Background: an optimization exercise with open tools, aiming at small area. Do not read the settings as production practice.
Function not checked in this run: the RTL went through the layout flow alone.

`design/flow/design.v`:
```
module fir_filter (
    input CLK_Filter,
    input rst_n,
    input wire [7:0] filter_in,
    output reg [19:0] filter_out
);
  reg [7:0] d0;
  reg [7:0] d1;
  reg [7:0] d2;
  reg [7:0] d3;
  reg [7:0] d4;
  reg [7:0] d5;
  reg [7:0] d6;
  reg [7:0] d7;
  reg [7:0] d8;
  reg [7:0] d9;
  reg [7:0] d10;
  reg [7:0] d11;
  reg [7:0] d12;
  reg [7:0] d13;
  reg [7:0] d14;
  reg [7:0] d15;
  reg [7:0] d16;
  reg [7:0] d17;
  reg [7:0] d18;
  reg [7:0] d19;
  reg [7:0] d20;
  reg [7:0] d21;
  reg [7:0] d22;
  reg [7:0] d23;
  always @(posedge CLK_Filter or negedge rst_n) begin
    if (!rst_n) begin
      d0 <= 8'd0;
      d1 <= 8'd0;
      d2 <= 8'd0;
      d3 <= 8'd0;
      d4 <= 8'd0;
      d5 <= 8'd0;
      d6 <= 8'd0;
      d7 <= 8'd0;
      d8 <= 8'd0;
      d9 <= 8'd0;
      d10 <= 8'd0;
      d11 <= 8'd0;
      d12 <= 8'd0;
      d13 <= 8'd0;
      d14 <= 8'd0;
      d15 <= 8'd0;
      d16 <= 8'd0;
      d17 <= 8'd0;
      d18 <= 8'd0;
      d19 <= 8'd0;
      d20 <= 8'd0;
      d21 <= 8'd0;
      d22 <= 8'd0;
      d23 <= 8'd0;
    end else begin
      d0 <= filter_in;
      d1 <= d0;
      d2 <= d1;
      d3 <= d2;
      d4 <= d3;
      d5 <= d4;
      d6 <= d5;
      d7 <= d6;
      d8 <= d7;
      d9 <= d8;
      d10 <= d9;
      d11 <= d10;
      d12 <= d11;
      d13 <= d12;
      d14 <= d13;
      d15 <= d14;
      d16 <= d15;
      d17 <= d16;
      d18 <= d17;
      d19 <= d18;
      d20 <= d19;
      d21 <= d20;
      d22 <= d21;
      d23 <= d22;
    end
  end
  wire s0, c1;
  ha_cell us0 (.a(d3[0]), .b(d22[0]), .s(s0), .co(c1));
  wire s2, c3;
  fa_cell us2 (.a(d3[1]), .b(d22[1]), .c(c1), .s(s2), .co(c3));
  wire s4, c5;
  fa_cell us4 (.a(d3[2]), .b(d22[2]), .c(c3), .s(s4), .co(c5));
  wire s6, c7;
  fa_cell us6 (.a(d3[3]), .b(d22[3]), .c(c5), .s(s6), .co(c7));
  wire s8, c9;
  fa_cell us8 (.a(d3[4]), .b(d22[4]), .c(c7), .s(s8), .co(c9));
  wire s10, c11;
  fa_cell us10 (.a(d3[5]), .b(d22[5]), .c(c9), .s(s10), .co(c11));
  wire s12, c13;
  fa_cell us12 (.a(d3[6]), .b(d22[6]), .c(c11), .s(s12), .co(c13));
  wire s14, c15;
  fa_cell us14 (.a(d3[7]), .b(d22[7]), .c(c13), .s(s14), .co(c15));
  wire s16, c17;
  ha_cell us16 (.a(d5[0]), .b(d20[0]), .s(s16), .co(c17));
  wire s18, c19;
  fa_cell us18 (.a(d5[1]), .b(d20[1]), .c(c17), .s(s18), .co(c19));
  wire s20, c21;
  fa_cell us20 (.a(d5[2]), .b(d20[2]), .c(c19), .s(s20), .co(c21));
  wire s22, c23;
  fa_cell us22 (.a(d5[3]), .b(d20[3]), .c(c21), .s(s22), .co(c23));
  wire s24, c25;
  fa_cell us24 (.a(d5[4]), .b(d20[4]), .c(c23), .s(s24), .co(c25));
  wire s26, c27;
  fa_cell us26 (.a(d5[5]), .b(d20[5]), .c(c25), .s(s26), .co(c27));
  wire s28, c29;
  fa_cell us28 (.a(d5[6]), .b(d20[6]), .c(c27), .s(s28), .co(c29));
  wire s30, c31;
  fa_cell us30 (.a(d5[7]), .b(d20[7]), .c(c29), .s(s30), .co(c31));
  wire n32 = ~s16;
  wire n33 = ~s18;
  wire n34 = ~s20;
  wire n35 = ~s22;
  wire n36 = ~s24;
  wire n37 = ~s26;
  wire n38 = ~s28;
  wire n39 = ~s30;
  wire n40 = ~c31;
  wire s41, c42;
  ha_cell us41 (.a(d6[0]), .b(d19[0]), .s(s41), .co(c42));
  wire s43, c44;
  fa_cell us43 (.a(d6[1]), .b(d19[1]), .c(c42), .s(s43), .co(c44));
  wire s45, c46;
  fa_cell us45 (.a(d6[2]), .b(d19[2]), .c(c44), .s(s45), .co(c46));
  wire s47, c48;
  fa_cell us47 (.a(d6[3]), .b(d19[3]), .c(c46), .s(s47), .co(c48));
  wire s49, c50;
  fa_cell us49 (.a(d6[4]), .b(d19[4]), .c(c48), .s(s49), .co(c50));
  wire s51, c52;
  fa_cell us51 (.a(d6[5]), .b(d19[5]), .c(c50), .s(s51), .co(c52));
  wire s53, c54;
  fa_cell us53 (.a(d6[6]), .b(d19[6]), .c(c52), .s(s53), .co(c54));
  wire s55, c56;
  fa_cell us55 (.a(d6[7]), .b(d19[7]), .c(c54), .s(s55), .co(c56));
  wire s57, c58;
  ha_cell us57 (.a(d7[0]), .b(d18[0]), .s(s57), .co(c58));
  wire s59, c60;
  fa_cell us59 (.a(d7[1]), .b(d18[1]), .c(c58), .s(s59), .co(c60));
  wire s61, c62;
  fa_cell us61 (.a(d7[2]), .b(d18[2]), .c(c60), .s(s61), .co(c62));
  wire s63, c64;
  fa_cell us63 (.a(d7[3]), .b(d18[3]), .c(c62), .s(s63), .co(c64));
  wire s65, c66;
  fa_cell us65 (.a(d7[4]), .b(d18[4]), .c(c64), .s(s65), .co(c66));
  wire s67, c68;
  fa_cell us67 (.a(d7[5]), .b(d18[5]), .c(c66), .s(s67), .co(c68));
  wire s69, c70;
  fa_cell us69 (.a(d7[6]), .b(d18[6]), .c(c68), .s(s69), .co(c70));
  wire s71, c72;
  fa_cell us71 (.a(d7[7]), .b(d18[7]), .c(c70), .s(s71), .co(c72));
  wire n73 = ~s57;
  wire n74 = ~s59;
  wire n75 = ~s61;
  wire n76 = ~s63;
  wire n77 = ~s65;
  wire n78 = ~s67;
  wire n79 = ~s69;
  wire n80 = ~s71;
  wire n81 = ~c72;
  wire s82, c83;
  ha_cell us82 (.a(d8[0]), .b(d17[0]), .s(s82), .co(c83));
  wire s84, c85;
  fa_cell us84 (.a(d8[1]), .b(d17[1]), .c(c83), .s(s84), .co(c85));
  wire s86, c87;
  fa_cell us86 (.a(d8[2]), .b(d17[2]), .c(c85), .s(s86), .co(c87));
  wire s88, c89;
  fa_cell us88 (.a(d8[3]), .b(d17[3]), .c(c87), .s(s88), .co(c89));
  wire s90, c91;
  fa_cell us90 (.a(d8[4]), .b(d17[4]), .c(c89), .s(s90), .co(c91));
  wire s92, c93;
  fa_cell us92 (.a(d8[5]), .b(d17[5]), .c(c91), .s(s92), .co(c93));
  wire s94, c95;
  fa_cell us94 (.a(d8[6]), .b(d17[6]), .c(c93), .s(s94), .co(c95));
  wire s96, c97;
  fa_cell us96 (.a(d8[7]), .b(d17[7]), .c(c95), .s(s96), .co(c97));
  wire n98 = ~s82;
  wire n99 = ~s84;
  wire n100 = ~s86;
  wire n101 = ~s88;
  wire n102 = ~s90;
  wire n103 = ~s92;
  wire n104 = ~s94;
  wire n105 = ~s96;
  wire n106 = ~c97;
  wire s107, c108;
  ha_cell us107 (.a(d9[0]), .b(d16[0]), .s(s107), .co(c108));
  wire s109, c110;
  fa_cell us109 (.a(d9[1]), .b(d16[1]), .c(c108), .s(s109), .co(c110));
  wire s111, c112;
  fa_cell us111 (.a(d9[2]), .b(d16[2]), .c(c110), .s(s111), .co(c112));
  wire s113, c114;
  fa_cell us113 (.a(d9[3]), .b(d16[3]), .c(c112), .s(s113), .co(c114));
  wire s115, c116;
  fa_cell us115 (.a(d9[4]), .b(d16[4]), .c(c114), .s(s115), .co(c116));
  wire s117, c118;
  fa_cell us117 (.a(d9[5]), .b(d16[5]), .c(c116), .s(s117), .co(c118));
  wire s119, c120;
  fa_cell us119 (.a(d9[6]), .b(d16[6]), .c(c118), .s(s119), .co(c120));
  wire s121, c122;
  fa_cell us121 (.a(d9[7]), .b(d16[7]), .c(c120), .s(s121), .co(c122));
  wire n123 = ~s107;
  wire n124 = ~s109;
  wire n125 = ~s111;
  wire n126 = ~s113;
  wire n127 = ~s115;
  wire n128 = ~s117;
  wire n129 = ~s119;
  wire n130 = ~s121;
  wire n131 = ~c122;
  wire s132, c133;
  ha_cell us132 (.a(d10[0]), .b(d15[0]), .s(s132), .co(c133));
  wire s134, c135;
  fa_cell us134 (.a(d10[1]), .b(d15[1]), .c(c133), .s(s134), .co(c135));
  wire s136, c137;
  fa_cell us136 (.a(d10[2]), .b(d15[2]), .c(c135), .s(s136), .co(c137));
  wire s138, c139;
  fa_cell us138 (.a(d10[3]), .b(d15[3]), .c(c137), .s(s138), .co(c139));
  wire s140, c141;
  fa_cell us140 (.a(d10[4]), .b(d15[4]), .c(c139), .s(s140), .co(c141));
  wire s142, c143;
  fa_cell us142 (.a(d10[5]), .b(d15[5]), .c(c141), .s(s142), .co(c143));
  wire s144, c145;
  fa_cell us144 (.a(d10[6]), .b(d15[6]), .c(c143), .s(s144), .co(c145));
  wire s146, c147;
  fa_cell us146 (.a(d10[7]), .b(d15[7]), .c(c145), .s(s146), .co(c147));
  wire n148 = ~s132;
  wire n149 = ~s134;
  wire n150 = ~s136;
  wire n151 = ~s138;
  wire n152 = ~s140;
  wire n153 = ~s142;
  wire n154 = ~s144;
  wire n155 = ~s146;
  wire n156 = ~c147;
  wire s157, c158;
  ha_cell us157 (.a(d11[0]), .b(d14[0]), .s(s157), .co(c158));
  wire s159, c160;
  fa_cell us159 (.a(d11[1]), .b(d14[1]), .c(c158), .s(s159), .co(c160));
  wire s161, c162;
  fa_cell us161 (.a(d11[2]), .b(d14[2]), .c(c160), .s(s161), .co(c162));
  wire s163, c164;
  fa_cell us163 (.a(d11[3]), .b(d14[3]), .c(c162), .s(s163), .co(c164));
  wire s165, c166;
  fa_cell us165 (.a(d11[4]), .b(d14[4]), .c(c164), .s(s165), .co(c166));
  wire s167, c168;
  fa_cell us167 (.a(d11[5]), .b(d14[5]), .c(c166), .s(s167), .co(c168));
  wire s169, c170;
  fa_cell us169 (.a(d11[6]), .b(d14[6]), .c(c168), .s(s169), .co(c170));
  wire s171, c172;
  fa_cell us171 (.a(d11[7]), .b(d14[7]), .c(c170), .s(s171), .co(c172));
  wire n173 = ~s157;
  wire n174 = ~s159;
  wire n175 = ~s161;
  wire n176 = ~s163;
  wire n177 = ~s165;
  wire n178 = ~s167;
  wire n179 = ~s169;
  wire n180 = ~s171;
  wire n181 = ~c172;
  wire s182, c183;
  ha_cell us182 (.a(n123), .b(n148), .s(s182), .co(c183));
  wire s184, c185;
  fa_cell us184 (.a(d2[0]), .b(d23[0]), .c(s0), .s(s184), .co(c185));
  wire s186, c187;
  fa_cell us186 (.a(s157), .b(n98), .c(c183), .s(s186), .co(c187));
  wire s188, c189;
  fa_cell us188 (.a(s184), .b(n124), .c(n149), .s(s188), .co(c189));
  wire s190, c191;
  ha_cell us190 (.a(s186), .b(s188), .s(s190), .co(c191));
  wire s192, c193;
  fa_cell us192 (.a(1'b1), .b(d2[1]), .c(d23[1]), .s(s192), .co(c193));
  wire s194, c195;
  fa_cell us194 (.a(s41), .b(n32), .c(n73), .s(s194), .co(c195));
  wire s196, c197;
  fa_cell us196 (.a(s192), .b(c185), .c(s2), .s(s196), .co(c197));
  wire s198, c199;
  fa_cell us198 (.a(s159), .b(n99), .c(s194), .s(s198), .co(c199));
  wire s200, c201;
  fa_cell us200 (.a(c187), .b(s196), .c(n125), .s(s200), .co(c201));
  wire s202, c203;
  fa_cell us202 (.a(n150), .b(c189), .c(s198), .s(s202), .co(c203));
  wire s204, c205;
  fa_cell us204 (.a(c191), .b(s200), .c(s202), .s(s204), .co(c205));
  wire s206, c207;
  fa_cell us206 (.a(d2[2]), .b(d23[2]), .c(s0), .s(s206), .co(c207));
  wire s208, c209;
  fa_cell us208 (.a(s41), .b(n173), .c(c193), .s(s208), .co(c209));
  wire s210, c211;
  fa_cell us210 (.a(s43), .b(s206), .c(c195), .s(s210), .co(c211));
  wire s212, c213;
  fa_cell us212 (.a(n33), .b(n74), .c(s208), .s(s212), .co(c213));
  wire s214, c215;
  fa_cell us214 (.a(s4), .b(s161), .c(c197), .s(s214), .co(c215));
  wire s216, c217;
  fa_cell us216 (.a(n100), .b(c199), .c(s210), .s(s216), .co(c217));
  wire s218, c219;
  fa_cell us218 (.a(s212), .b(s214), .c(n126), .s(s218), .co(c219));
  wire s220, c221;
  fa_cell us220 (.a(n151), .b(c201), .c(c203), .s(s220), .co(c221));
  wire s222, c223;
  fa_cell us222 (.a(s216), .b(s218), .c(c205), .s(s222), .co(c223));
  wire s224, c225;
  ha_cell us224 (.a(s220), .b(s222), .s(s224), .co(c225));
  wire s226, c227;
  fa_cell us226 (.a(d2[3]), .b(d23[3]), .c(d4[0]), .s(s226), .co(c227));
  wire s228, c229;
  fa_cell us228 (.a(d21[0]), .b(s82), .c(n148), .s(s228), .co(c229));
  wire s230, c231;
  fa_cell us230 (.a(s226), .b(c207), .c(s2), .s(s230), .co(c231));
  wire s232, c233;
  fa_cell us232 (.a(s43), .b(n174), .c(c209), .s(s232), .co(c233));
  wire s234, c235;
  fa_cell us234 (.a(s228), .b(s45), .c(s230), .s(s234), .co(c235));
  wire s236, c237;
  fa_cell us236 (.a(c211), .b(n34), .c(n75), .s(s236), .co(c237));
  wire s238, c239;
  fa_cell us238 (.a(c213), .b(s232), .c(s6), .s(s238), .co(c239));
  wire s240, c241;
  fa_cell us240 (.a(s163), .b(c215), .c(n101), .s(s240), .co(c241));
  wire s242, c243;
  fa_cell us242 (.a(s234), .b(c217), .c(s236), .s(s242), .co(c243));
  wire s244, c245;
  fa_cell us244 (.a(s238), .b(n127), .c(n152), .s(s244), .co(c245));
  wire s246, c247;
  fa_cell us246 (.a(c219), .b(s240), .c(c221), .s(s246), .co(c247));
  wire s248, c249;
  fa_cell us248 (.a(s242), .b(s244), .c(c223), .s(s248), .co(c249));
  wire s250, c251;
  fa_cell us250 (.a(s246), .b(c225), .c(s248), .s(s250), .co(c251));
  wire s252, c253;
  fa_cell us252 (.a(1'b1), .b(d2[4]), .c(d23[4]), .s(s252), .co(c253));
  wire s254, c255;
  fa_cell us254 (.a(d4[1]), .b(d21[1]), .c(s16), .s(s254), .co(c255));
  wire s256, c257;
  fa_cell us256 (.a(s41), .b(s107), .c(c227), .s(s256), .co(c257));
  wire s258, c259;
  fa_cell us258 (.a(s252), .b(s84), .c(s254), .s(s258), .co(c259));
  wire s260, c261;
  fa_cell us260 (.a(c229), .b(n149), .c(s256), .s(s260), .co(c261));
  wire s262, c263;
  fa_cell us262 (.a(s4), .b(s45), .c(c231), .s(s262), .co(c263));
  wire s264, c265;
  fa_cell us264 (.a(n175), .b(c233), .c(s258), .s(s264), .co(c265));
  wire s266, c267;
  fa_cell us266 (.a(s260), .b(s47), .c(c235), .s(s266), .co(c267));
  wire s268, c269;
  fa_cell us268 (.a(s262), .b(n35), .c(n76), .s(s268), .co(c269));
  wire s270, c271;
  fa_cell us270 (.a(c237), .b(s264), .c(s8), .s(s270), .co(c271));
  wire s272, c273;
  fa_cell us272 (.a(s165), .b(c239), .c(n102), .s(s272), .co(c273));
  wire s274, c275;
  fa_cell us274 (.a(c241), .b(s266), .c(c243), .s(s274), .co(c275));
  wire s276, c277;
  fa_cell us276 (.a(s268), .b(s270), .c(n128), .s(s276), .co(c277));
  wire s278, c279;
  fa_cell us278 (.a(n153), .b(c245), .c(s272), .s(s278), .co(c279));
  wire s280, c281;
  fa_cell us280 (.a(c247), .b(s274), .c(s276), .s(s280), .co(c281));
  wire s282, c283;
  fa_cell us282 (.a(s278), .b(c249), .c(s280), .s(s282), .co(c283));
  wire s284, c285;
  ha_cell us284 (.a(c251), .b(s282), .s(s284), .co(c285));
  wire s286, c287;
  fa_cell us286 (.a(d2[5]), .b(d23[5]), .c(d4[2]), .s(s286), .co(c287));
  wire s288, c289;
  fa_cell us288 (.a(d21[2]), .b(s57), .c(s82), .s(s288), .co(c289));
  wire s290, c291;
  fa_cell us290 (.a(s107), .b(c253), .c(s286), .s(s290), .co(c291));
  wire s292, c293;
  fa_cell us292 (.a(c255), .b(s18), .c(s43), .s(s292), .co(c293));
  wire s294, c295;
  fa_cell us294 (.a(s109), .b(s288), .c(c257), .s(s294), .co(c295));
  wire s296, c297;
  fa_cell us296 (.a(s290), .b(s86), .c(c259), .s(s296), .co(c297));
  wire s298, c299;
  fa_cell us298 (.a(s292), .b(n150), .c(c261), .s(s298), .co(c299));
  wire s300, c301;
  fa_cell us300 (.a(s294), .b(s6), .c(s47), .s(s300), .co(c301));
  wire s302, c303;
  fa_cell us302 (.a(c263), .b(n176), .c(c265), .s(s302), .co(c303));
  wire s304, c305;
  fa_cell us304 (.a(s296), .b(s298), .c(s49), .s(s304), .co(c305));
  wire s306, c307;
  fa_cell us306 (.a(c267), .b(s300), .c(n36), .s(s306), .co(c307));
  wire s308, c309;
  fa_cell us308 (.a(n77), .b(c269), .c(s302), .s(s308), .co(c309));
  wire s310, c311;
  fa_cell us310 (.a(s10), .b(s167), .c(c271), .s(s310), .co(c311));
  wire s312, c313;
  fa_cell us312 (.a(s304), .b(n103), .c(c273), .s(s312), .co(c313));
  wire s314, c315;
  fa_cell us314 (.a(c275), .b(s306), .c(s308), .s(s314), .co(c315));
  wire s316, c317;
  fa_cell us316 (.a(s310), .b(n129), .c(n154), .s(s316), .co(c317));
  wire s318, c319;
  fa_cell us318 (.a(c277), .b(c279), .c(s312), .s(s318), .co(c319));
  wire s320, c321;
  fa_cell us320 (.a(s314), .b(c281), .c(s316), .s(s320), .co(c321));
  wire s322, c323;
  fa_cell us322 (.a(s318), .b(c283), .c(s320), .s(s322), .co(c323));
  wire s324, c325;
  ha_cell us324 (.a(c285), .b(s322), .s(s324), .co(c325));
  wire s326, c327;
  fa_cell us326 (.a(d2[6]), .b(d23[6]), .c(d4[3]), .s(s326), .co(c327));
  wire s328, c329;
  fa_cell us328 (.a(d21[3]), .b(d12[0]), .c(d13[0]), .s(s328), .co(c329));
  wire s330, c331;
  fa_cell us330 (.a(s132), .b(s157), .c(c287), .s(s330), .co(c331));
  wire s332, c333;
  fa_cell us332 (.a(s326), .b(s328), .c(c289), .s(s332), .co(c333));
  wire s334, c335;
  fa_cell us334 (.a(s59), .b(s84), .c(s109), .s(s334), .co(c335));
  wire s336, c337;
  fa_cell us336 (.a(c291), .b(s330), .c(s20), .s(s336), .co(c337));
  wire s338, c339;
  fa_cell us338 (.a(s45), .b(s111), .c(c293), .s(s338), .co(c339));
  wire s340, c341;
  fa_cell us340 (.a(s332), .b(s334), .c(c295), .s(s340), .co(c341));
  wire s342, c343;
  fa_cell us342 (.a(s88), .b(c297), .c(s336), .s(s342), .co(c343));
  wire s344, c345;
  fa_cell us344 (.a(s338), .b(n151), .c(c299), .s(s344), .co(c345));
  wire s346, c347;
  fa_cell us346 (.a(s340), .b(s8), .c(s49), .s(s346), .co(c347));
  wire s348, c349;
  fa_cell us348 (.a(c301), .b(n177), .c(c303), .s(s348), .co(c349));
  wire s350, c351;
  fa_cell us350 (.a(s342), .b(s344), .c(s51), .s(s350), .co(c351));
  wire s352, c353;
  fa_cell us352 (.a(c305), .b(s346), .c(n37), .s(s352), .co(c353));
  wire s354, c355;
  fa_cell us354 (.a(n78), .b(c307), .c(c309), .s(s354), .co(c355));
  wire s356, c357;
  fa_cell us356 (.a(s348), .b(s12), .c(s169), .s(s356), .co(c357));
  wire s358, c359;
  fa_cell us358 (.a(c311), .b(s350), .c(n104), .s(s358), .co(c359));
  wire s360, c361;
  fa_cell us360 (.a(c313), .b(s352), .c(c315), .s(s360), .co(c361));
  wire s362, c363;
  fa_cell us362 (.a(s354), .b(s356), .c(n130), .s(s362), .co(c363));
  wire s364, c365;
  fa_cell us364 (.a(n155), .b(c317), .c(c319), .s(s364), .co(c365));
  wire s366, c367;
  fa_cell us366 (.a(s358), .b(s360), .c(s362), .s(s366), .co(c367));
  wire s368, c369;
  fa_cell us368 (.a(c321), .b(s364), .c(c323), .s(s368), .co(c369));
  wire s370, c371;
  fa_cell us370 (.a(s366), .b(c325), .c(s368), .s(s370), .co(c371));
  wire s372, c373;
  fa_cell us372 (.a(d2[7]), .b(d23[7]), .c(d4[4]), .s(s372), .co(c373));
  wire s374, c375;
  fa_cell us374 (.a(d21[4]), .b(d12[1]), .c(d13[1]), .s(s374), .co(c375));
  wire s376, c377;
  fa_cell us376 (.a(c327), .b(c329), .c(s372), .s(s376), .co(c377));
  wire s378, c379;
  fa_cell us378 (.a(s374), .b(s134), .c(s159), .s(s378), .co(c379));
  wire s380, c381;
  fa_cell us380 (.a(c331), .b(s376), .c(c333), .s(s380), .co(c381));
  wire s382, c383;
  fa_cell us382 (.a(s61), .b(s86), .c(s111), .s(s382), .co(c383));
  wire s384, c385;
  fa_cell us384 (.a(c335), .b(s378), .c(s22), .s(s384), .co(c385));
  wire s386, c387;
  fa_cell us386 (.a(s47), .b(s113), .c(c337), .s(s386), .co(c387));
  wire s388, c389;
  fa_cell us388 (.a(c339), .b(s380), .c(s382), .s(s388), .co(c389));
  wire s390, c391;
  fa_cell us390 (.a(c341), .b(s90), .c(c343), .s(s390), .co(c391));
  wire s392, c393;
  fa_cell us392 (.a(s384), .b(s386), .c(n152), .s(s392), .co(c393));
  wire s394, c395;
  fa_cell us394 (.a(s388), .b(c345), .c(s10), .s(s394), .co(c395));
  wire s396, c397;
  fa_cell us396 (.a(s51), .b(c347), .c(n178), .s(s396), .co(c397));
  wire s398, c399;
  fa_cell us398 (.a(c349), .b(s390), .c(s392), .s(s398), .co(c399));
  wire s400, c401;
  fa_cell us400 (.a(s53), .b(c351), .c(s394), .s(s400), .co(c401));
  wire s402, c403;
  fa_cell us402 (.a(n38), .b(n79), .c(c353), .s(s402), .co(c403));
  wire s404, c405;
  fa_cell us404 (.a(s396), .b(c355), .c(s398), .s(s404), .co(c405));
  wire s406, c407;
  fa_cell us406 (.a(s14), .b(s171), .c(c357), .s(s406), .co(c407));
  wire s408, c409;
  fa_cell us408 (.a(n131), .b(n156), .c(n105), .s(s408), .co(c409));
  wire s410, c411;
  fa_cell us410 (.a(c359), .b(s400), .c(s402), .s(s410), .co(c411));
  wire s412, c413;
  fa_cell us412 (.a(c361), .b(s404), .c(s406), .s(s412), .co(c413));
  wire s414, c415;
  fa_cell us414 (.a(c363), .b(s408), .c(c365), .s(s414), .co(c415));
  wire s416, c417;
  fa_cell us416 (.a(s410), .b(s412), .c(c367), .s(s416), .co(c417));
  wire s418, c419;
  fa_cell us418 (.a(s414), .b(c369), .c(s416), .s(s418), .co(c419));
  wire s420, c421;
  ha_cell us420 (.a(c371), .b(s418), .s(s420), .co(c421));
  wire s422, c423;
  fa_cell us422 (.a(d4[5]), .b(d21[5]), .c(d12[2]), .s(s422), .co(c423));
  wire s424, c425;
  fa_cell us424 (.a(d13[2]), .b(c373), .c(c375), .s(s424), .co(c425));
  wire s426, c427;
  fa_cell us426 (.a(s422), .b(c377), .c(s424), .s(s426), .co(c427));
  wire s428, c429;
  fa_cell us428 (.a(s136), .b(s161), .c(c379), .s(s428), .co(c429));
  wire s430, c431;
  fa_cell us430 (.a(s426), .b(c381), .c(s63), .s(s430), .co(c431));
  wire s432, c433;
  fa_cell us432 (.a(s88), .b(s113), .c(c383), .s(s432), .co(c433));
  wire s434, c435;
  fa_cell us434 (.a(s428), .b(s24), .c(s49), .s(s434), .co(c435));
  wire s436, c437;
  fa_cell us436 (.a(s115), .b(c385), .c(c387), .s(s436), .co(c437));
  wire s438, c439;
  fa_cell us438 (.a(c389), .b(s430), .c(s432), .s(s438), .co(c439));
  wire s440, c441;
  fa_cell us440 (.a(s92), .b(c391), .c(s434), .s(s440), .co(c441));
  wire s442, c443;
  fa_cell us442 (.a(s436), .b(n153), .c(c393), .s(s442), .co(c443));
  wire s444, c445;
  fa_cell us444 (.a(s438), .b(s12), .c(s53), .s(s444), .co(c445));
  wire s446, c447;
  fa_cell us446 (.a(c395), .b(n179), .c(c397), .s(s446), .co(c447));
  wire s448, c449;
  fa_cell us448 (.a(s440), .b(c399), .c(s442), .s(s448), .co(c449));
  wire s450, c451;
  fa_cell us450 (.a(c15), .b(c172), .c(s55), .s(s450), .co(c451));
  wire s452, c453;
  fa_cell us452 (.a(n106), .b(c401), .c(s444), .s(s452), .co(c453));
  wire s454, c455;
  fa_cell us454 (.a(n39), .b(n80), .c(c403), .s(s454), .co(c455));
  wire s456, c457;
  fa_cell us456 (.a(s446), .b(s448), .c(c405), .s(s456), .co(c457));
  wire s458, c459;
  fa_cell us458 (.a(c407), .b(s450), .c(c409), .s(s458), .co(c459));
  wire s460, c461;
  fa_cell us460 (.a(s452), .b(c411), .c(s454), .s(s460), .co(c461));
  wire s462, c463;
  fa_cell us462 (.a(s456), .b(c413), .c(s458), .s(s462), .co(c463));
  wire s464, c465;
  fa_cell us464 (.a(c415), .b(s460), .c(c417), .s(s464), .co(c465));
  wire s466, c467;
  fa_cell us466 (.a(s462), .b(c419), .c(s464), .s(s466), .co(c467));
  wire s468, c469;
  ha_cell us468 (.a(c421), .b(s466), .s(s468), .co(c469));
  wire s470, c471;
  fa_cell us470 (.a(d4[6]), .b(d21[6]), .c(d12[3]), .s(s470), .co(c471));
  wire s472, c473;
  fa_cell us472 (.a(d13[3]), .b(c423), .c(s470), .s(s472), .co(c473));
  wire s474, c475;
  fa_cell us474 (.a(c425), .b(s472), .c(c427), .s(s474), .co(c475));
  wire s476, c477;
  fa_cell us476 (.a(s138), .b(s163), .c(c429), .s(s476), .co(c477));
  wire s478, c479;
  fa_cell us478 (.a(s474), .b(s65), .c(s90), .s(s478), .co(c479));
  wire s480, c481;
  fa_cell us480 (.a(s115), .b(c431), .c(c433), .s(s480), .co(c481));
  wire s482, c483;
  fa_cell us482 (.a(s476), .b(s26), .c(s51), .s(s482), .co(c483));
  wire s484, c485;
  fa_cell us484 (.a(s117), .b(c435), .c(c437), .s(s484), .co(c485));
  wire s486, c487;
  fa_cell us486 (.a(c439), .b(s478), .c(s480), .s(s486), .co(c487));
  wire s488, c489;
  fa_cell us488 (.a(s94), .b(c441), .c(s482), .s(s488), .co(c489));
  wire s490, c491;
  fa_cell us490 (.a(s484), .b(n154), .c(c443), .s(s490), .co(c491));
  wire s492, c493;
  fa_cell us492 (.a(s486), .b(c56), .c(s14), .s(s492), .co(c493));
  wire s494, c495;
  fa_cell us494 (.a(s55), .b(c445), .c(n40), .s(s494), .co(c495));
  wire s496, c497;
  fa_cell us496 (.a(n81), .b(n180), .c(c447), .s(s496), .co(c497));
  wire s498, c499;
  fa_cell us498 (.a(s488), .b(c449), .c(s490), .s(s498), .co(c499));
  wire s500, c501;
  fa_cell us500 (.a(c451), .b(c453), .c(s492), .s(s500), .co(c501));
  wire s502, c503;
  fa_cell us502 (.a(c455), .b(s494), .c(s496), .s(s502), .co(c503));
  wire s504, c505;
  fa_cell us504 (.a(s498), .b(c457), .c(c459), .s(s504), .co(c505));
  wire s506, c507;
  fa_cell us506 (.a(s500), .b(c461), .c(s502), .s(s506), .co(c507));
  wire s508, c509;
  fa_cell us508 (.a(c463), .b(s504), .c(s506), .s(s508), .co(c509));
  wire s510, c511;
  fa_cell us510 (.a(c465), .b(s508), .c(c467), .s(s510), .co(c511));
  wire s512, c513;
  ha_cell us512 (.a(c469), .b(s510), .s(s512), .co(c513));
  wire s514, c515;
  fa_cell us514 (.a(1'b1), .b(d4[7]), .c(d21[7]), .s(s514), .co(c515));
  wire s516, c517;
  fa_cell us516 (.a(d12[4]), .b(d13[4]), .c(c471), .s(s516), .co(c517));
  wire s518, c519;
  fa_cell us518 (.a(s514), .b(c473), .c(s516), .s(s518), .co(c519));
  wire s520, c521;
  fa_cell us520 (.a(s518), .b(c475), .c(s140), .s(s520), .co(c521));
  wire s522, c523;
  fa_cell us522 (.a(s165), .b(c477), .c(s67), .s(s522), .co(c523));
  wire s524, c525;
  fa_cell us524 (.a(s92), .b(s117), .c(c479), .s(s524), .co(c525));
  wire s526, c527;
  fa_cell us526 (.a(c481), .b(s520), .c(s28), .s(s526), .co(c527));
  wire s528, c529;
  fa_cell us528 (.a(s53), .b(s119), .c(c483), .s(s528), .co(c529));
  wire s530, c531;
  fa_cell us530 (.a(c485), .b(c487), .c(s522), .s(s530), .co(c531));
  wire s532, c533;
  fa_cell us532 (.a(s524), .b(c15), .c(c56), .s(s532), .co(c533));
  wire s534, c535;
  fa_cell us534 (.a(s96), .b(n181), .c(c489), .s(s534), .co(c535));
  wire s536, c537;
  fa_cell us536 (.a(s526), .b(s528), .c(n155), .s(s536), .co(c537));
  wire s538, c539;
  fa_cell us538 (.a(c491), .b(s530), .c(c493), .s(s538), .co(c539));
  wire s540, c541;
  fa_cell us540 (.a(s532), .b(c495), .c(c497), .s(s540), .co(c541));
  wire s542, c543;
  fa_cell us542 (.a(s534), .b(s536), .c(c499), .s(s542), .co(c543));
  wire s544, c545;
  fa_cell us544 (.a(c501), .b(s538), .c(c503), .s(s544), .co(c545));
  wire s546, c547;
  fa_cell us546 (.a(s540), .b(s542), .c(c505), .s(s546), .co(c547));
  wire s548, c549;
  fa_cell us548 (.a(c507), .b(s544), .c(s546), .s(s548), .co(c549));
  wire s550, c551;
  fa_cell us550 (.a(c509), .b(s548), .c(c511), .s(s550), .co(c551));
  wire s552, c553;
  ha_cell us552 (.a(c513), .b(s550), .s(s552), .co(c553));
  wire s554, c555;
  fa_cell us554 (.a(1'b1), .b(d12[5]), .c(d13[5]), .s(s554), .co(c555));
  wire s556, c557;
  fa_cell us556 (.a(c515), .b(s554), .c(c517), .s(s556), .co(c557));
  wire s558, c559;
  fa_cell us558 (.a(c519), .b(s556), .c(s142), .s(s558), .co(c559));
  wire s560, c561;
  fa_cell us560 (.a(s167), .b(c521), .c(s69), .s(s560), .co(c561));
  wire s562, c563;
  fa_cell us562 (.a(s94), .b(s119), .c(c523), .s(s562), .co(c563));
  wire s564, c565;
  fa_cell us564 (.a(c525), .b(s558), .c(c97), .s(s564), .co(c565));
  wire s566, c567;
  fa_cell us566 (.a(s30), .b(s55), .c(s121), .s(s566), .co(c567));
  wire s568, c569;
  fa_cell us568 (.a(c527), .b(c529), .c(n156), .s(s568), .co(c569));
  wire s570, c571;
  fa_cell us570 (.a(c531), .b(s560), .c(s562), .s(s570), .co(c571));
  wire s572, c573;
  fa_cell us572 (.a(c533), .b(s564), .c(c535), .s(s572), .co(c573));
  wire s574, c575;
  fa_cell us574 (.a(s566), .b(c537), .c(s568), .s(s574), .co(c575));
  wire s576, c577;
  fa_cell us576 (.a(s570), .b(c539), .c(c541), .s(s576), .co(c577));
  wire s578, c579;
  fa_cell us578 (.a(s572), .b(c543), .c(s574), .s(s578), .co(c579));
  wire s580, c581;
  fa_cell us580 (.a(c545), .b(s576), .c(s578), .s(s580), .co(c581));
  wire s582, c583;
  fa_cell us582 (.a(c547), .b(s580), .c(c549), .s(s582), .co(c583));
  wire s584, c585;
  fa_cell us584 (.a(s582), .b(c551), .c(c553), .s(s584), .co(c585));
  wire s586, c587;
  fa_cell us586 (.a(1'b1), .b(d12[6]), .c(d13[6]), .s(s586), .co(c587));
  wire s588, c589;
  fa_cell us588 (.a(c555), .b(s586), .c(c557), .s(s588), .co(c589));
  wire s590, c591;
  fa_cell us590 (.a(s588), .b(s144), .c(s169), .s(s590), .co(c591));
  wire s592, c593;
  fa_cell us592 (.a(c559), .b(c31), .c(c56), .s(s592), .co(c593));
  wire s594, c595;
  fa_cell us594 (.a(c122), .b(s71), .c(s96), .s(s594), .co(c595));
  wire s596, c597;
  fa_cell us596 (.a(s121), .b(c561), .c(c563), .s(s596), .co(c597));
  wire s598, c599;
  fa_cell us598 (.a(s590), .b(c565), .c(c567), .s(s598), .co(c599));
  wire s600, c601;
  fa_cell us600 (.a(s592), .b(c569), .c(c571), .s(s600), .co(c601));
  wire s602, c603;
  fa_cell us602 (.a(s594), .b(s596), .c(c573), .s(s602), .co(c603));
  wire s604, c605;
  fa_cell us604 (.a(s598), .b(c575), .c(s600), .s(s604), .co(c605));
  wire s606, c607;
  fa_cell us606 (.a(c577), .b(s602), .c(c579), .s(s606), .co(c607));
  wire s608, c609;
  fa_cell us608 (.a(s604), .b(c581), .c(s606), .s(s608), .co(c609));
  wire s610, c611;
  fa_cell us610 (.a(s608), .b(c583), .c(c585), .s(s610), .co(c611));
  wire s612, c613;
  fa_cell us612 (.a(d12[7]), .b(d13[7]), .c(c587), .s(s612), .co(c613));
  wire s614, c615;
  fa_cell us614 (.a(s612), .b(c589), .c(c72), .s(s614), .co(c615));
  wire s616, c617;
  fa_cell us616 (.a(c97), .b(c122), .c(s146), .s(s616), .co(c617));
  wire s618, c619;
  fa_cell us618 (.a(s171), .b(c591), .c(c593), .s(s618), .co(c619));
  wire s620, c621;
  fa_cell us620 (.a(c595), .b(c597), .c(s614), .s(s620), .co(c621));
  wire s622, c623;
  fa_cell us622 (.a(s616), .b(c599), .c(s618), .s(s622), .co(c623));
  wire s624, c625;
  fa_cell us624 (.a(c601), .b(s620), .c(c603), .s(s624), .co(c625));
  wire s626, c627;
  fa_cell us626 (.a(s622), .b(c605), .c(s624), .s(s626), .co(c627));
  wire s628, c629;
  fa_cell us628 (.a(c607), .b(s626), .c(c609), .s(s628), .co(c629));
  wire s630, c631;
  ha_cell us630 (.a(s628), .b(c611), .s(s630), .co(c631));
  wire s632, c633;
  fa_cell us632 (.a(1'b1), .b(c613), .c(c147), .s(s632), .co(c633));
  wire s634, c635;
  fa_cell us634 (.a(c172), .b(c615), .c(c617), .s(s634), .co(c635));
  wire s636, c637;
  fa_cell us636 (.a(s632), .b(c619), .c(c621), .s(s636), .co(c637));
  wire s638, c639;
  fa_cell us638 (.a(s634), .b(c623), .c(s636), .s(s638), .co(c639));
  wire s640, c641;
  fa_cell us640 (.a(c625), .b(s638), .c(c627), .s(s640), .co(c641));
  wire s642, c643;
  fa_cell us642 (.a(s640), .b(c629), .c(c631), .s(s642), .co(c643));
  wire s644, c645;
  fa_cell us644 (.a(1'b1), .b(c633), .c(c635), .s(s644), .co(c645));
  wire s646, c647;
  fa_cell us646 (.a(c637), .b(s644), .c(c639), .s(s646), .co(c647));
  wire s648, c649;
  fa_cell us648 (.a(s646), .b(c641), .c(c643), .s(s648), .co(c649));
  wire s650, c651;
  fa_cell us650 (.a(1'b1), .b(c645), .c(c647), .s(s650), .co(c651));
  wire s652, c653;
  ha_cell us652 (.a(s650), .b(c649), .s(s652), .co(c653));
  wire s654, c655;
  fa_cell us654 (.a(1'b1), .b(c651), .c(c653), .s(s654), .co(c655));
  wire s656, c657;
  ha_cell us656 (.a(1'b1), .b(c655), .s(s656), .co(c657));
  wire [19:0] y = {s656, s654, s652, s648, s642, s630, s610, s584, s552, s512, s468, s420, s370, s324, s284, s250, s224, s204, s190, s182};
  always @(posedge CLK_Filter or negedge rst_n) begin
    if (!rst_n) filter_out <= 20'd0;
    else filter_out <= y;
  end
endmodule
module fa_cell (input a, input b, input c, output s, output co);
  assign s = a ^ b ^ c;
  assign co = (a & b) | (a & c) | (b & c);
endmodule
module ha_cell (input a, input b, output s, output co);
  assign s = a ^ b;
  assign co = a & b;
endmodule
```
`design/flow/run.sh`:
```
#!/bin/bash
# synth_recipe.tcl (not shown) runs the flow's synth.tcl, then flattens the netlist and writes it again
# the make line also repeats each setting of config.mk as NAME=value (left out here)
make -C /OpenROAD-flow-scripts/flow DESIGN_CONFIG=/design/flow/config.mk WORK_HOME=/design/flow/orfs CLKGATE_MAP_FILE= SYNTH_SCRIPT=/design/flow/synth_recipe.tcl finish
```
`design/flow/config.mk`:
```
export PLATFORM = sky130hd
export DESIGN_NAME = fir_filter
export DESIGN_NICKNAME = fir_filter
export VERILOG_FILES = /design/flow/design.v
export SDC_FILE = /design/flow/constraint.sdc
export NUM_CORES = 4
export LEC_CHECK = 0
export CAP_MARGIN = 20
export CORE_MARGIN = 2
export CORE_UTILIZATION = 40
export SLEW_MARGIN = 20
export SYNTH_HIERARCHICAL = 1
export SYNTH_MINIMUM_KEEP_SIZE = 0
```
`design/flow/constraint.sdc`:
```
create_clock -name core_clock -period 8.0 [get_ports {CLK_Filter}]
set_input_delay 1.6000 -clock core_clock [delete_from_list [all_inputs] [get_ports {CLK_Filter}]]
set_output_delay 1.6000 -clock core_clock [all_outputs]
set_load 0.01 [all_outputs]
```
==> results.txt <==
-- kinds of logic after synthesis --
group,Yosys count,synth area share
other,1,0.000329
buffers and inverters,54,0.0178
flip-flops,212,0.465
adder cells (fa/ha/maj),302,0.517
-- layer usage --
metal | GRT usage | wire [µm] | vias up
li1 | - | - | 1996
met1 | 0.240 | 9970 | 2845
met2 | 0.264 | 11100 | 79
met3 | 0.0310 | 1040 | 29
met4 | 0.0346 | 412 | 0
met5 | 0 | 0 | -
-- synth_stat cells --
| cell | count |
|---|---|
| dfrtp_1 | 212 |
| fa_1 | 282 |
| inv_1 | 54 |
| ha_1 | 20 |
| conb_1 | 1 |
-- per-module statistics from Yosys, one instance, submodules excluded --
module / cell area, µm² / copies in the design
fa_cell: 20.0 / 282
ha_cell: 12.5 / 20
fir_filter: 5510 / 1
-- per-stage QoR --
step	instances	hold slack, ps
after floorplan	578	331
after global placement	1065	336
after detailed placement	1065	335
after CTS	1110	349
after global routing	1111	350
final	1111	347
-- path summary, 6_finish.rpt --
kind | startpoint | to | slack, ps | cells after the start
worst max-delay path | d6[0] | filter_out[19] | -990 | 23
worst min-delay path | d1[6] | d2[6] | 350 | 0
worst max register to register | d6[0] | filter_out[19] | -990 | 23
worst min register to register | d1[6] | d2[6] | 350 | 0
max in group asynchronous | rst_n | d13[0] | 5460 | 2
min in group asynchronous | rst_n | filter_out[6] | 1150 | 1
-- cell usage in the layout, fill, tap and decap left out, drive strengths merged --
master | synthesis | layout
buf | 0 | 85
clkinv | 0 | 8
fa | 282 | 282
ha | 20 | 20
clkdlybuf4s50 | 0 | 28
bufinv | 0 | 3
conb | 1 | 10
dfrtp | 212 | 212
clkinvlp | 0 | 3
clkbuf | 0 | 25
inv | 54 | 57
-- area by class of cell --
| class | instances | area, µm² |
|---|---|---|
| clock inverters | 17 | 201 |
| multi-input cells | 312 | 6160 |
| flip-flops and latches | 212 | 5310 |
| clock buffers | 25 | 603 |
| well taps | 378 | 473 |
| repair buffers | 113 | 930 |
| inverters | 54 | 203 |
| fillers | 2325 | 14100 |
-- what timing repair did --
item	CTS	global route
gates cloned	0	0
setup buffers	3	1
setup endpoints to repair	5	5
gates resized for setup	26	5
pin swaps	18	2
==> reports/qor.csv <==
stage,metric,value,unit
layout,drive_gt1_frac,0.266,
detailed_routing,first_pass_iters,4,
run_status,so_faults,setup timing,
logic_synthesis,syn_area_per_cell,20.0,µm²
logic_synthesis,yosysSeqAreaShare,0.465,
logic_synthesis,synth-seq-cells,212,
logic_synthesis,synth_area,11400,µm²
sta,max_slew_margin,0.362,
floorplanning,die-area,29900,µm²
critical_path,crit_path_frequent_cell,fa_2,
hold_path,holdCritPathClass,flop to flop,
place,io_buffers,29,
detailed_routing,drc,0,
critical_path,worstSetupPathType,flop to flop,
detailed_routing,ant_nets,0,
detailed_routing,vias,4949,
layout,nets,1028,
job,maxCapViolCount,0,
sta,drv_slew,0,
critical_path,cp_max_fo,3,
clock_tree,cts_buffer_depth,3,
global_routing,grt_util_all_layers,0.165,
logic_synthesis,synth_top_area_frac,0.495,
global_routing,grt_antenna_before_repair,0,
sta,finalCritPeriodShare,1.12,
floorplanning,die_w,173,µm
critical_path,cp_slowest_stage_delay,610,ps
sta,max_clock_freq,111,MHz
clock_tree,holdBufCountCts,0,
clock_tree,cts_num_sinks,212,
critical_path,cp_data_arrival_time,9450,ps
floorplanning,fp.coreArea,27900,µm²
layout,postLayoutCoreUtil,0.497,
critical_path,required,8460,ps
floorplanning,ios,30,
logic_synthesis,synth_cells,569,
critical_path,startpoint_type,flop,
sta,fin_setup_tns,-2640,ps
sta,finalHoldViolCount,0,
clock_tree,clk-insertion-delay-late,530,ps
clock_tree,cts_tree,yes,
logic_synthesis,netlist.top_cell.by_area,fa_1,
critical_path,path_cells,ha_1 > fa_2 > fa_2 > fa_2 > fa_1 > fa_1 > fa_1 > fa_1 > fa_1 > fa_2 > fa_2 > fa_2 > fa_2 > fa_1 > ha_2 > fa_2 > fa_2 > ha_4 > fa_2 > fa_2 > ha_4 > fa_2 > ha_4,
layout,largest_register_ff_count,20,
sta,fin_crit,8990,ps
layout,diodes,0,
clock_tree,cts_htree_levels,1,
place,dp_slack,-1240,ps
detailed_routing,vias_per_cell,4.45,
critical_path,endpoint_kind,flop,
clock_tree,clockRootBuffer,clkbuf_16,
sta,tightest_slew,956,ps
logic_synthesis,yosysWarnings,7,
place,hpwl,19.0,mm
sta,rsz0062_at_grt,true,
detailed_routing,drtIter0Drc,267,
layout,regMostFlops,filter_out,
critical_path,worst-path-buf-inv,0,
sta,setup_viol,4,
place,dpl_cell_area,12900,µm²
clock_tree,tritoncts.num_buffers,23,
logic_synthesis,synth_area_leaders,"fa_1 49%, dfrtp_1 47%, ha_1 2.2%, inv_1 1.8%, conb_1 0.033%",
floorplanning,start_util,0.408,
critical_path,critPathSlowestCell,fa_2,
detailed_routing,avgRoutedWirePerCell,20.3,µm
global_routing,first_global_vias,6391,
critical_path,cp_top_family,adder cells,
layout,syn_to_final_growth,21.6,%
run_status,status,failed layout checks,
detailed_routing,wirelength,22.5,mm
layout,design_area,13900,µm²
floorplanning,rows,61,
clock_tree,clk_pin_slew,60,ps
place,gp_congestion,0.860,
sta,fin_ws,-988,ps
global_routing,grt_max_degree,127,
floorplanning,fp.dieH,173,µm
global_routing,grt_pass1_wl,36.7,mm
global_routing,grt-ovfl-total,0,
logic_synthesis,ys_types,5,
sta,fin_skew,13.6,ps

## afterwards: timing with drivers on the ports
How much do the figures lean on ideal ports? The routed layout below was timed once more, with nothing changed but the port constraints. Step 1 sets driving cells, clkbuf_16 on the clock port and buf_2 on the other inputs (assumed; they add their load-dependent delay and slew). Step 2 times the ports against the registers' clock, not the clock port: input delays grow and output delays shrink by t, the midpoint of the rising clock arrivals with the driver on. Slacks: ideal ports / drivers / drivers and shift; pairs: ideal ports / drivers.
t, ns: 0.568
setup slack, ns: -0.988 / -0.988 / -0.988
hold WS [ns]: 0.347 / 0.347 / 0.347
slew at the worst register clock pin (ns): 0.07 / 0.07
For this run, drivers alone change the setup slack by 0.000 ns; drivers and shift together by 0.000 ns.
